What follows belongs to an exercise in optimizing a design on an open flow for small area, a short achievable clock period and few clock cycles per item; a production flow would make more cautious choices.
In this exercise RTL edits were held to simulation tests only and were not proved equivalent to the original.
Power is estimated from default activity; no workload was simulated.

==> flow/design.v, too long to show whole: its modules and the start of the top module <==
// module CONFIG: 25 lines
// module FIR_control: 76 lines
// module FIR_next: 54 lines
// module MAC_group: 643 lines
// module MAC_tap0: 182 lines
// module BOOTH_ENC: 14 lines
// module FIR: 167 lines
module FIR (
	input clk,
	input rst_n,
	input [7:0] data_in,
	input enable,
	input configuration, 
	input config_data_enable,
	output [7:0] data_out,
	output [1:0] overflow_flag, 
	output [0:0] done
);
  // ...
==> flow/run.sh <==
#!/bin/bash
# synth_recipe.tcl (not shown) runs the flow's synth.tcl, then flattens the netlist and writes it again
# the make line also repeats each setting of config.mk as NAME=value (left out here)
make -C /OpenROAD-flow-scripts/flow DESIGN_CONFIG=/design/flow/config.mk WORK_HOME=/design/flow/orfs CLKGATE_MAP_FILE= SYNTH_SCRIPT=/design/flow/synth_recipe.tcl finish
==> flow/config.mk <==
export PLATFORM = sky130hd
export DESIGN_NAME = FIR
export DESIGN_NICKNAME = FIR
export VERILOG_FILES = /design/flow/design.v
export SDC_FILE = /design/flow/constraint.sdc
export NUM_CORES = 4
export LEC_CHECK = 0
export CAP_MARGIN = 20
export CORE_MARGIN = 2
export CORE_UTILIZATION = 40
export CTS_CLUSTER_DIAMETER = 150
export CTS_CLUSTER_SIZE = 30
export SETUP_SLACK_MARGIN = 5
export SLEW_MARGIN = 20
==> flow/constraint.sdc <==
create_clock -name core_clock -period 10.0 [get_ports {clk}]
set_input_delay 2.0000 -clock core_clock [delete_from_list [all_inputs] [get_ports {clk}]]
set_output_delay 2.0000 -clock core_clock [all_outputs]
set_load 0.01 [all_outputs]
==> notes.md, run 1 <==
* Seq. pwr at 1.76 mW
* WHS at 0.4607 ns
* Setup TNS at 0 ns
* GRT Util Overall at 0.2083
* Worst vdd ir at 0.1015 mV
* Dpl cells at 3720
* # clk buffers at 20
* Initial DRC count at 1941
* Routed Antenna Nets at 0
* Post-synth top area share at 0.3043
* DP HPWL at 50080 um
* Number of global-route vias before repair at 19921
* PwrDens at 127.9 mW/mm2
* Met3 Track Usage GR at 0.02374
* Comb pwr at 822 uW
* Clock-net power at 863 uW
* First-pass GRT wire length at 111800 um
* Worst hold path cell count at 2
* Biggest Area Class: multi-input combinational cells
* Compound-Gate Fraction of Synth Area at 0.2007
* Adder-cell share of the synthesized area at 0.1726
* Largest net degree at the start of global routing at 127
* Pint at 2.359 mW
* Seq cells at 403
* Crit path to: data_out[0]
* Clock H-tree levels at 1
* Core ar. at 0.06320 mm2
* Status: timing/DRC/antenna clean
* Pwr Total at 3.446 mW
* R2R Setup Slk at 5.28 ns
* Setup CP Type: register to output pin
* Min-Delay Path Class: register to register
* Io pins at 24
* Most frequent cells in the layout: 660 x nand2_1, 389 x dfxtp_1, 321 x a21oi_1, 192 x inv_1, 181 x a22oi_1
Testbench counts, summed over its fixed seeds: cycles 12,191, items 4,800.
==> module FIR, before the edit <==
module FIR (
	input clk,
	input rst_n,
	input [7:0] data_in,
	input enable,
	input configuration, 
	input config_data_enable,
	output [7:0] data_out,
	output [1:0] overflow_flag, 
	output [0:0] done
);
wire [3:0] tap_num;
wire [7:0] h_0, h_1, h_2, h_3, h_4, h_5, h_6, h_7, h_8, h_9, h_10, h_11, h_12, h_13, h_14, h_15;
wire config_enable;
wire fresh, p_load, v_e, q_load, q2_load;
wire n_sel_a, n_sel_b, n_sel_c, n_sel_d, n_sel_be, n_sel_ce, n_sel_de;
FIR_control FIR_control_inst (
	.clk(clk),
	.rst_n(rst_n),
	.enable(enable),
	.configuration(configuration),
	.tap_num(tap_num),
	.done(done),
	.config_enable(config_enable),
	.fresh(fresh),
	.n_sel_a(n_sel_a), .n_sel_b(n_sel_b), .n_sel_c(n_sel_c), .n_sel_d(n_sel_d),
	.n_sel_be(n_sel_be), .n_sel_ce(n_sel_ce), .n_sel_de(n_sel_de),
	.p_load(p_load),
	.v_e(v_e),
	.q_load(q_load),
	.q2_load(q2_load)
);
CONFIG CONFIG_inst (
	.clk(clk),
	.rst_n(rst_n),
	.data_in(data_in),
	.config_data_enable(config_data_enable),
	.config_enable(config_enable),
	.h_0(h_0), .h_1(h_1), .h_2(h_2), .h_3(h_3),
	.h_4(h_4), .h_5(h_5), .h_6(h_6), .h_7(h_7),
	.h_8(h_8), .h_9(h_9), .h_10(h_10), .h_11(h_11),
	.h_12(h_12), .h_13(h_13), .h_14(h_14), .h_15(h_15),
	.tap_num(tap_num)
);
reg [7:0] x_1, x_2, x_3, x_4, x_5, x_6, x_7, x_8, x_9, x_10, x_11, x_12, x_13, x_14, x_15;
always @ (posedge clk) begin
	if (!rst_n) begin
		x_1 <= 0; x_2 <= 0; x_3 <= 0; x_4 <= 0; x_5 <= 0;
		x_6 <= 0; x_7 <= 0; x_8 <= 0; x_9 <= 0; x_10 <= 0;
		x_11 <= 0; x_12 <= 0; x_13 <= 0; x_14 <= 0; x_15 <= 0;
	end else if (v_e) begin
		x_1 <= data_in; x_2 <= x_1; x_3 <= x_2; x_4 <= x_3; x_5 <= x_4;
		x_6 <= x_5; x_7 <= x_6; x_8 <= x_7; x_9 <= x_8; x_10 <= x_9;
		x_11 <= x_10; x_12 <= x_11; x_13 <= x_12; x_14 <= x_13; x_15 <= x_14;
	end
end
wire cfg_write = config_enable & config_data_enable;
reg [7:0] an0, an1, an2, an3;
always @ (*) begin
	if (cfg_write) begin
		an0 = h_0; an1 = h_1; an2 = h_2; an3 = 8'd0;
	end else begin
		an0 = ({8{n_sel_a}} & h_1) | ({8{n_sel_b}} & h_4) | ({8{n_sel_c}} & h_8) | ({8{n_sel_d}} & h_12);
		an1 = ({8{n_sel_a}} & h_2) | ({8{n_sel_b}} & h_5) | ({8{n_sel_c}} & h_9) | ({8{n_sel_d}} & h_13);
		an2 = ({8{n_sel_a}} & h_3) | ({8{n_sel_b}} & h_6) | ({8{n_sel_c}} & h_10) | ({8{n_sel_d}} & h_14);
		an3 = ({8{n_sel_b}} & h_7) | ({8{n_sel_c}} & h_11) | ({8{n_sel_d}} & h_15);
	end
end
wire [3:0] one_n0, one_n1, one_n2, one_n3, two_n0, two_n1, two_n2, two_n3, neg_n0, neg_n1, neg_n2, neg_n3;
BOOTH_ENC enc_0 (.a(an0), .one(one_n0), .two(two_n0), .neg(neg_n0));
BOOTH_ENC enc_1 (.a(an1), .one(one_n1), .two(two_n1), .neg(neg_n1));
BOOTH_ENC enc_2 (.a(an2), .one(one_n2), .two(two_n2), .neg(neg_n2));
BOOTH_ENC enc_3 (.a(an3), .one(one_n3), .two(two_n3), .neg(neg_n3));
reg [3:0] one0, one1, one2, one3, two0, two1, two2, two3, neg0, neg1, neg2, neg3;
always @ (posedge clk) begin
	one0 <= one_n0; one1 <= one_n1; one2 <= one_n2; one3 <= one_n3;
	two0 <= two_n0; two1 <= two_n1; two2 <= two_n2; two3 <= two_n3;
	neg0 <= neg_n0; neg1 <= neg_n1; neg2 <= neg_n2; neg3 <= neg_n3;
end
wire sh_a = n_sel_a & v_e;
wire n_sel_a0 = n_sel_a & !v_e;
wire sh_b = n_sel_be | (n_sel_b & !n_sel_be & v_e);
wire n_sel_b0 = n_sel_b & !sh_b;
wire sh_c = n_sel_ce | (n_sel_c & !n_sel_ce & v_e);
wire n_sel_c0 = n_sel_c & !sh_c;
wire sh_d = n_sel_de;
wire n_sel_d0 = n_sel_d & !sh_d;
reg [7:0] b0, b1, b2, b3;
always @ (posedge clk) begin
	if (!rst_n) begin
		b0 <= 0; b1 <= 0; b2 <= 0; b3 <= 0;
	end else begin
		b0 <= ({8{sh_a}} & data_in) | ({8{n_sel_a0}} & x_1) | ({8{sh_b}} & x_3) | ({8{n_sel_b0}} & x_4)
			| ({8{sh_c}} & x_7) | ({8{n_sel_c0}} & x_8) | ({8{sh_d}} & x_11) | ({8{n_sel_d0}} & x_12);
		b1 <= ({8{sh_a}} & x_1) | ({8{n_sel_a0}} & x_2) | ({8{sh_b}} & x_4) | ({8{n_sel_b0}} & x_5)
			| ({8{sh_c}} & x_8) | ({8{n_sel_c0}} & x_9) | ({8{sh_d}} & x_12) | ({8{n_sel_d0}} & x_13);
		b2 <= ({8{sh_a}} & x_2) | ({8{n_sel_a0}} & x_3) | ({8{sh_b}} & x_5) | ({8{n_sel_b0}} & x_6)
			| ({8{sh_c}} & x_9) | ({8{n_sel_c0}} & x_10) | ({8{sh_d}} & x_13) | ({8{n_sel_d0}} & x_14);
		b3 <= ({8{sh_b}} & x_6) | ({8{n_sel_b0}} & x_7)
			| ({8{sh_c}} & x_10) | ({8{n_sel_c0}} & x_11) | ({8{sh_d}} & x_14) | ({8{n_sel_d0}} & x_15);
	end
end
reg [12:0] p_s, p_c;
wire [12:0] pin_s = fresh ? 13'd8022 : p_s; 
wire [12:0] pin_c = fresh ? 13'd0 : p_c;
wire [12:0] ps, pc;
MAC_group MAC_group_inst (
	.one0(one0), .one1(one1), .one2(one2), .one3(one3),
	.two0(two0), .two1(two1), .two2(two2), .two3(two3),
	.neg0(neg0), .neg1(neg1), .neg2(neg2), .neg3(neg3),
	.b0(b0), .b1(b1), .b2(b2), .b3(b3),
	.pin_s(pin_s), .pin_c(pin_c), .ps(ps), .pc(pc));
reg [12:0] q2;
always @ (posedge clk) begin
	if (q2_load) q2 <= p_s + p_c;
end
reg [12:0] q_g, q_p;
wire [12:0] qin_s = tap_num[3] ? q2 : p_s;
wire [12:0] qin_c = tap_num[3] ? 13'd0 : p_c;
wire [12:0] qs, qc;
wire qcin;
MAC_tap0 MAC_tap0_inst (.h(h_0), .x(data_in), .qin_s(qin_s), .qin_c(qin_c), .qs(qs), .qc(qc), .qcin(qcin));
always @ (posedge clk) begin
	if (!rst_n) begin
		p_s <= 13'd8022;
		p_c <= 0;
		q_g <= 0;
		q_p <= 0;
	end else begin
		if (p_load) begin
			p_s <= ps;
			p_c <= pc;
		end
		if (q_load) begin
			q_g <= {qs[12:1] & qc[12:1], (qs[0] & qc[0]) | ((qs[0] ^ qc[0]) & qcin)};
			q_p <= {qs[12:1] ^ qc[12:1], qs[0] ^ qc[0] ^ qcin};
		end
	end
end
wire [6:0] g0 = q_g[6:0];
wire [6:0] p0 = q_p[6:0];
wire [6:0] g1 = {g0[6:1] | (p0[6:1] & g0[5:0]), g0[0]};
wire [6:0] p1 = {p0[6:1] & p0[5:0], p0[0]};
wire [6:0] g2 = {g1[6:2] | (p1[6:2] & g1[4:0]), g1[1:0]};
wire [6:0] p2 = {p1[6:2] & p1[4:0], p1[1:0]};
wire [6:0] g3 = {g2[6:4] | (p2[6:4] & g2[2:0]), g2[3:0]};
wire [7:0] cy = {g3, 1'b0}; 
wire [7:0] r = q_p[7:0] ^ cy;
wire c = cy[7];
wire [5:0] hx = q_p[12:7], hn = q_g[12:7];
wire [5:0] ho = hx | hn;
wire t_is63 = &hx;
wire t_is0 = !hx[0] && (hx[5:1] == ho[4:0]);
wire t_is62 = !hx[0] && (hx[1] != ho[0]) && (hx[5:2] == ~hn[4:1]);
wire ir0 = t_is0 | t_is63; 
wire ir1 = t_is63 | t_is62; 
wire hc5_0 = hn[4] | (hx[4] & (hn[3] | (hx[3] & (hn[2] | (hx[2] & (hn[1] | (hx[1] & hn[0])))))));
wire hc5_1 = hn[4] | (hx[4] & (hn[3] | (hx[3] & (hn[2] | (hx[2] & (hn[1] | (hx[1] & (hn[0] | hx[0]))))))));
wire s0 = hx[5] ^ hc5_0;
wire s1 = hx[5] ^ hc5_1;
wire [7:0] x1 = ir1 ? {~q_p[7], r[6:0]} : (s1 ? 8'h80 : 8'h7f); 
wire [7:0] x0 = ir0 ? {q_p[7], r[6:0]} : (s0 ? 8'h80 : 8'h7f);
wire [1:0] f1 = ir1 ? 2'b00 : (s1 ? 2'b10 : 2'b01);
wire [1:0] f0 = ir0 ? 2'b00 : (s0 ? 2'b10 : 2'b01);
assign data_out = c ? x1 : x0;
assign overflow_flag = c ? f1 : f0;
endmodule
==> run 2, diff against run 1 <==
--- a/flow/design.v
+++ b/flow/design.v
@@ -1109,9 +1109,13 @@
 	if (q2_load) q2 <= p_s + p_c;
 end
-reg [12:0] q_g, q_p;
+reg [12:1] q_p;
+reg [12:7] q_g;
+reg q_r0, q_c1, q_g1, q_g3, q_g5;
+reg q_g21, q_p21, q_g43, q_p43, q_g65, q_p65;
 wire [12:0] qin_s = tap_num[3] ? q2 : p_s;
 wire [12:0] qin_c = tap_num[3] ? 13'd0 : p_c;
 wire [12:0] qs, qc;
 wire qcin;
+wire [12:0] qg = qs & qc, qp = qs ^ qc;
 MAC_tap0 MAC_tap0_inst (.h(h_0), .x(data_in), .qin_s(qin_s), .qin_c(qin_c), .qs(qs), .qc(qc), .qcin(qcin));
 always @ (posedge clk) begin
@@ -1119,6 +1123,8 @@
 		p_s <= 13'd8022;
 		p_c <= 0;
-		q_g <= 0;
 		q_p <= 0;
+		q_g <= 0;
+		q_r0 <= 0; q_c1 <= 0; q_g1 <= 0; q_g3 <= 0; q_g5 <= 0;
+		q_g21 <= 0; q_p21 <= 0; q_g43 <= 0; q_p43 <= 0; q_g65 <= 0; q_p65 <= 0;
 	end else begin
 		if (p_load) begin
@@ -1127,20 +1133,30 @@
 		end
 		if (q_load) begin
-			q_g <= {qs[12:1] & qc[12:1], (qs[0] & qc[0]) | ((qs[0] ^ qc[0]) & qcin)};
-			q_p <= {qs[12:1] ^ qc[12:1], qs[0] ^ qc[0] ^ qcin};
+			q_p <= qp[12:1];
+			q_g <= qg[12:7];
+			q_r0 <= qp[0] ^ qcin;
+			q_c1 <= qg[0] | (qp[0] & qcin);
+			q_g1 <= qg[1]; q_g3 <= qg[3]; q_g5 <= qg[5];
+			q_g21 <= qg[2] | (qp[2] & qg[1]); q_p21 <= qp[2] & qp[1];
+			q_g43 <= qg[4] | (qp[4] & qg[3]); q_p43 <= qp[4] & qp[3];
+			q_g65 <= qg[6] | (qp[6] & qg[5]); q_p65 <= qp[6] & qp[5];
 		end
 	end
 end
-wire [6:0] g0 = q_g[6:0];
-wire [6:0] p0 = q_p[6:0];
-wire [6:0] g1 = {g0[6:1] | (p0[6:1] & g0[5:0]), g0[0]};
-wire [6:0] p1 = {p0[6:1] & p0[5:0], p0[0]};
-wire [6:0] g2 = {g1[6:2] | (p1[6:2] & g1[4:0]), g1[1:0]};
-wire [6:0] p2 = {p1[6:2] & p1[4:0], p1[1:0]};
-wire [6:0] g3 = {g2[6:4] | (p2[6:4] & g2[2:0]), g2[3:0]};
-wire [7:0] cy = {g3, 1'b0}; 
-wire [7:0] r = q_p[7:0] ^ cy;
+wire x3 = q_g21 | (q_p21 & q_c1); 
+wire y75 = q_g65 | (q_p65 & q_g43), yp75 = q_p65 & q_p43;
+wire z64 = q_g5 | (q_p[5] & q_g43), zp64 = q_p[5] & q_p43;
+wire [7:0] cy;
+assign cy[0] = 1'b0;
+assign cy[1] = q_c1;
+assign cy[2] = q_g1 | (q_p[1] & q_c1);
+assign cy[3] = x3;
+assign cy[4] = q_g3 | (q_p[3] & x3);
+assign cy[5] = q_g43 | (q_p43 & x3);
+assign cy[6] = z64 | (zp64 & x3);
+assign cy[7] = y75 | (yp75 & x3);
+wire [7:0] r = {q_p[7:1], q_r0} ^ cy;
 wire c = cy[7];
-wire [5:0] hx = q_p[12:7], hn = q_g[12:7];
+wire [5:0] hx = q_p[12:7], hn = q_g;
 wire [5:0] ho = hx | hn;
 wire t_is63 = &hx;
==> flow/flow/run.sh (new file) <==
#!/bin/bash
set -euo pipefail
W=$(pwd)
MARGIN=5.5
make -C "$FLOW_HOME" DESIGN_CONFIG="$FLOW_CONFIG" WORK_HOME="$W/orfs" CLKGATE_MAP_FILE= \
  SYNTH_SCRIPT="$W/synth_recipe.tcl" CAP_MARGIN=20 CORE_MARGIN=2 CORE_UTILIZATION=40 \
  SETUP_SLACK_MARGIN=$MARGIN SLEW_MARGIN=20 finish > "$W/make.log" 2>&1
: # left out here: write the final layout as DEF
==> flow/standard.sh (new file) <==
#!/bin/bash
# synth_recipe.tcl (not shown) runs the flow's synth.tcl, then flattens the netlist and writes it again
# the make line also repeats each setting of config.mk as NAME=value (left out here)
make -C /OpenROAD-flow-scripts/flow DESIGN_CONFIG=/design/flow/config.mk WORK_HOME=/design/flow/orfs CLKGATE_MAP_FILE= SYNTH_SCRIPT=/design/flow/synth_recipe.tcl "${@:-finish}"
--- a/flow/config.mk
+++ b/flow/config.mk
@@ -9,6 +9,6 @@
 export CORE_MARGIN = 2
 export CORE_UTILIZATION = 40
-export CTS_CLUSTER_DIAMETER = 150
-export CTS_CLUSTER_SIZE = 30
+export CTS_CLUSTER_DIAMETER = 100
+export CTS_CLUSTER_SIZE = 20
 export SETUP_SLACK_MARGIN = 5
 export SLEW_MARGIN = 20
removed: flow/run.sh
==> notes.md, run 2 <==
* Cell taking the most area after synthesis: dfxtp_1
* R2R Setup Slk at 5.62 ns (+0.34 ns)
* Core ar. at 0.06446 mm2 (+2.0%)
* Initial antenna violation count at 2
* Number of global-route vias before repair at 20806 (+4.4%)
* Die width at 259.6 um
* Final cell count without fillers at 3800
* DP HPWL at 53570 um (+7.0%)
* Post-synth EDFFs at 13
* Sequential fraction of the synthesis area at 0.3161
* First-pass GRT wire length at 121000 um (+8.2%)
* Post-Route WL at 77410 um
* Total CTS buffers at 24
* Crit path to: data_out[3]
* Syn Area/Cell at 8.463 um2
* Nets at 3202
* Endpoints failing setup at 0
* N_diodes at 0
* Cells on worst reg2reg path at 14
* Die Ht at 259.6 um
* Fin crit period at 4.597 ns
* Post-Syn Area at 0.02612 mm2
* CTS Hold Bufs at 0
* Synth top area cells: dfxtp_1 30%, fa_1 12%, nand2_1 9.6%
* Clock H-tree levels at 1 (unchanged)
* Cell with the most instances after synthesis: nand2_1
* Post-Synthesis Cells at 3087
* Status: timing/DRC/antenna clean
* Cell area after layout at 0.02844 mm2
* Crit end category: output pin
* Final period util at 0.4597
* Dpl cells at 3729 (+0.24%)
* Placed Area at 0.02682 mm2
* Post-synth top area share at 0.3012 (-0.003182)
* Net Count, Synth at 3349
* YS warnings at 4
* Post-route clock skew at 0.02872 ns
* Max_cap viols at 0
* CTS root buffer: clkbuf_16
* Clock transition at path regs at 0.09 ns
* Min-Delay Path Class: register to register
* RSZ-0062 raised after global routing: yes
* Biggest registers after layout: p_c: 13 flops, p_s: 13 flops, q2: 13 flops
* Leak at 10.52 nW
* Initial Utilization at 0.4052
* Rel. slew slack at 0.2988
* CP Depth at 10
* Buf+Inv Stages, Crit Path at 3
* GRT Util Overall at 0.2261 (+0.01782)
* Area delta synth->final at 8.880%
* Ys async rst share at 0
* Largest net degree at the start of global routing at 76 (-40%)
* CP peak stage delay at 0.35 ns
* Max clock buf depth at 3
* Top FF cell, synth: dfxtp_1
* Most instantiated cells after synthesis: 670 x nand2_1, 393 x dfxtp_1, 231 x clkbuf_1
* Clk Latency, worst-skew pair at 0.57 ns
* CP max stage cell: dfxtp_2
* Io pins at 24 (unchanged)
* Worst endpoint required time at 8.00 ns
* Most common cell after layout, fill and taps aside: nand2_1
* RePlAce Congestion at 0.9450
* Setup crit start: hn[3]
* Setup TNS at 0 ns (unchanged)
* # DRC at 0
* Startpoint Class: register
* RR Startpoint: b2[3]
* Share of post-route cells with drive strength above 1 at 0.09711
* Max Transition Viols Final at 0
* Routed Antenna Nets at 0 (unchanged)
* Sink Count at 406
* Vias/cell at 5.637
* Setup CP Type: register to output pin
* Kind of cell adding the most delay to the critical path: compound AO/OA/AOI/OAI gates
* Crit path top cell by count: a21o_1
* Worst hold path cell count at 2 (unchanged)
* Grt total ovfl at 0
* CTS tree: built
* I/O Buffers at 23
* Final hold violations at 0
* Worst vdd ir at 0.1198 mV (+18%)
* Die footprint at 0.06737 mm2
* CP Cell Sequence: buf_4 -> a21o_1 -> a21oi_1 -> o21ai_0 -> xor2_1 -> nand2b_1 -> o31ai_4 -> buf_6 -> a21o_1 -> buf_2
* Worst-margin pin slew at 1.048 ns
* Crit-path max FO at 8
* Row count at 93
* Initial DRC count at 1943 (+0.10%)
* Worst R2R End: p_c[3]
* Most frequent cells in the layout: 666 x nand2_1, 340 x dfxtp_1, 185 x inv_1, 166 x a21oi_1
* #FFs+latches synth at 406
* Per-cell routed wire length at 20.37 um
* Max Clk Rate at 217.5 MHz
* First-pass DRT Iterations at 6
* Synth unique cells at 70
* Worst Path Arrival at 2.60 ns
* Vias at 21422
* # fillers at 6351
* PwrDens at 131.0 mW/mm2 (+2.5%)
==> run 2: cell count changes in the layout (fill, tap and decap cells not counted), moves of 32 or more <==
cell / before / now
dfxtp_1: 389 / 340
a21oi_1: 321 / 166
a221o_1: 12 / 44
dfxtp_2: 1 / 47
o21ai_0: 92 / 60
a21boi_0: 2 / 165
==> run 2: final cells by class <==
class | instances | area (um2) | area share
Clock buffer | 28 | 636.9 | 0.02239
Timing Repair Buffer | 82 | 779.5 | 0.02741
Clock inverter | 3 | 43.79 | 0.001540
Tap cell | 855 | 1070 | 0.03761
Sequential cell | 406 | 8339 | 0.2932
Multi-Input combinational cell | 2225 | 16800 | 0.5906
Inverter | 201 | 774.5 | 0.02723
==> run 2: how the worst min path moves through the flow <==
stage                       from     end  slack (ns)
after floorplan             q_g5    q_g5        0.43
after detailed placement    q_g1    q_g1        0.45
after CTS                   q_g1    q_g1        0.46
after global placement      q_g1    q_g1        0.44
after global routing      q_p[1]  q_p[1]        0.49
final                       q_g1    q_g1        0.45
==> run 2: cells by family (layout without fill, tap and decap cells) <==
kind of cell / after synthesis / in the layout / synth area share
simple gates: 932 / 937 / 0.1478
fa+ha+maj: 259 / 259 / 0.1699
xor+xnor: 210 / 210 / 0.07041
compound gates: 764 / 765 / 0.2073
buf+inv: 462 / 314 / 0.06724
mux: 54 / 54 / 0.02117
flops: 406 / 406 / 0.3161
==> run 2: worst register-to-register path: stages, from the launching register on <==
cell	delay [ns]
dfxtp_1	0.52
a22oi_1	0.15
xnor2_1	0.18
fa_1	0.46
fa_1	0.46
fa_1	0.52
inv_1	0.05
fa_1	0.36
inv_1	0.09
fa_1	0.45
fa_1	0.38
inv_1	0.10
fa_1	0.41
nand2_1	0.08
a21oi_1	0.07
==> run 2: what timing repair did <==
item | CTS | global route
cloned | 6 | 0
buffers inserted | 18 | 16
pin swaps | 17 | 22
endpoints found under the setup margin | 171 | 69
gates resized for setup | 166 | 104
==> run 2: layer usage <==
metal	vias to the layer above	track usage	wire, um
met5	-	0	12
met4	2	0.1017	3805
met3	119	0.02792	4729
met2	682	0.3613	35310
met1	10561	0.3060	33540
li1	10058	-	-
==> run 2: power by group <==
group / switching [mW] / internal [mW]
combinational: 0.543 / 0.377
clock: 0.554 / 0.477
sequential: 0.0800 / 1.70
total: 1.18 / 2.55
==> run 2: through the flow <==
stage | worst slack, ns | hold WS (ns) | power (mW) | util
floorplan | 5.153 | 0.4316 | 2.411 | -
global placement | 3.828 | 0.4445 | 2.663 | 0.4160
detailed placement | 3.785 | 0.4451 | 2.684 | 0.4161
CTS | 5.357 | 0.4562 | 3.738 | 0.4340
global route | 5.309 | 0.4855 | 3.926 | 0.4412
finish | 5.403 | 0.4543 | 3.728 | 0.4412
Testbench counts of run 2, summed over its fixed seeds: cycles 12,191, items 4,800.

==> separate check: timing with driven ports <==
Ports are ideal in the flow. The routed layouts listed here were re-timed in OpenROAD.
Step 1: set_driving_cell puts a clkbuf_16 on clk and a buf_2 on each other input, an assumption about the parent block.
Step 2 moves the port delays by t, midway between the first and last clock arrival at a register: inputs arrive t later, outputs are due t later. That takes back most of the time a late clock gives input paths.
Three values: ideal, step 1, step 2; two values: the first two.
| run | t, ns | setup WS [ns] | hold slack, ns | latest minus earliest clock arrival (ns) |
|---|---|---|---|---|
| run 1 | 0.597 | 5.106 / 5.047 / 4.620 | 0.461 / 0.461 / 0.461 | 0.021 / 0.021 |
| run 2 | 0.615 | 5.403 / 5.346 / 4.931 | 0.454 / 0.454 / 0.454 | 0.028 / 0.029 |
After both steps setup and hold are still met in every run listed. For run 1, which loses most, drivers alone change the setup slack by -0.059 ns; drivers and shift together by -0.486 ns.
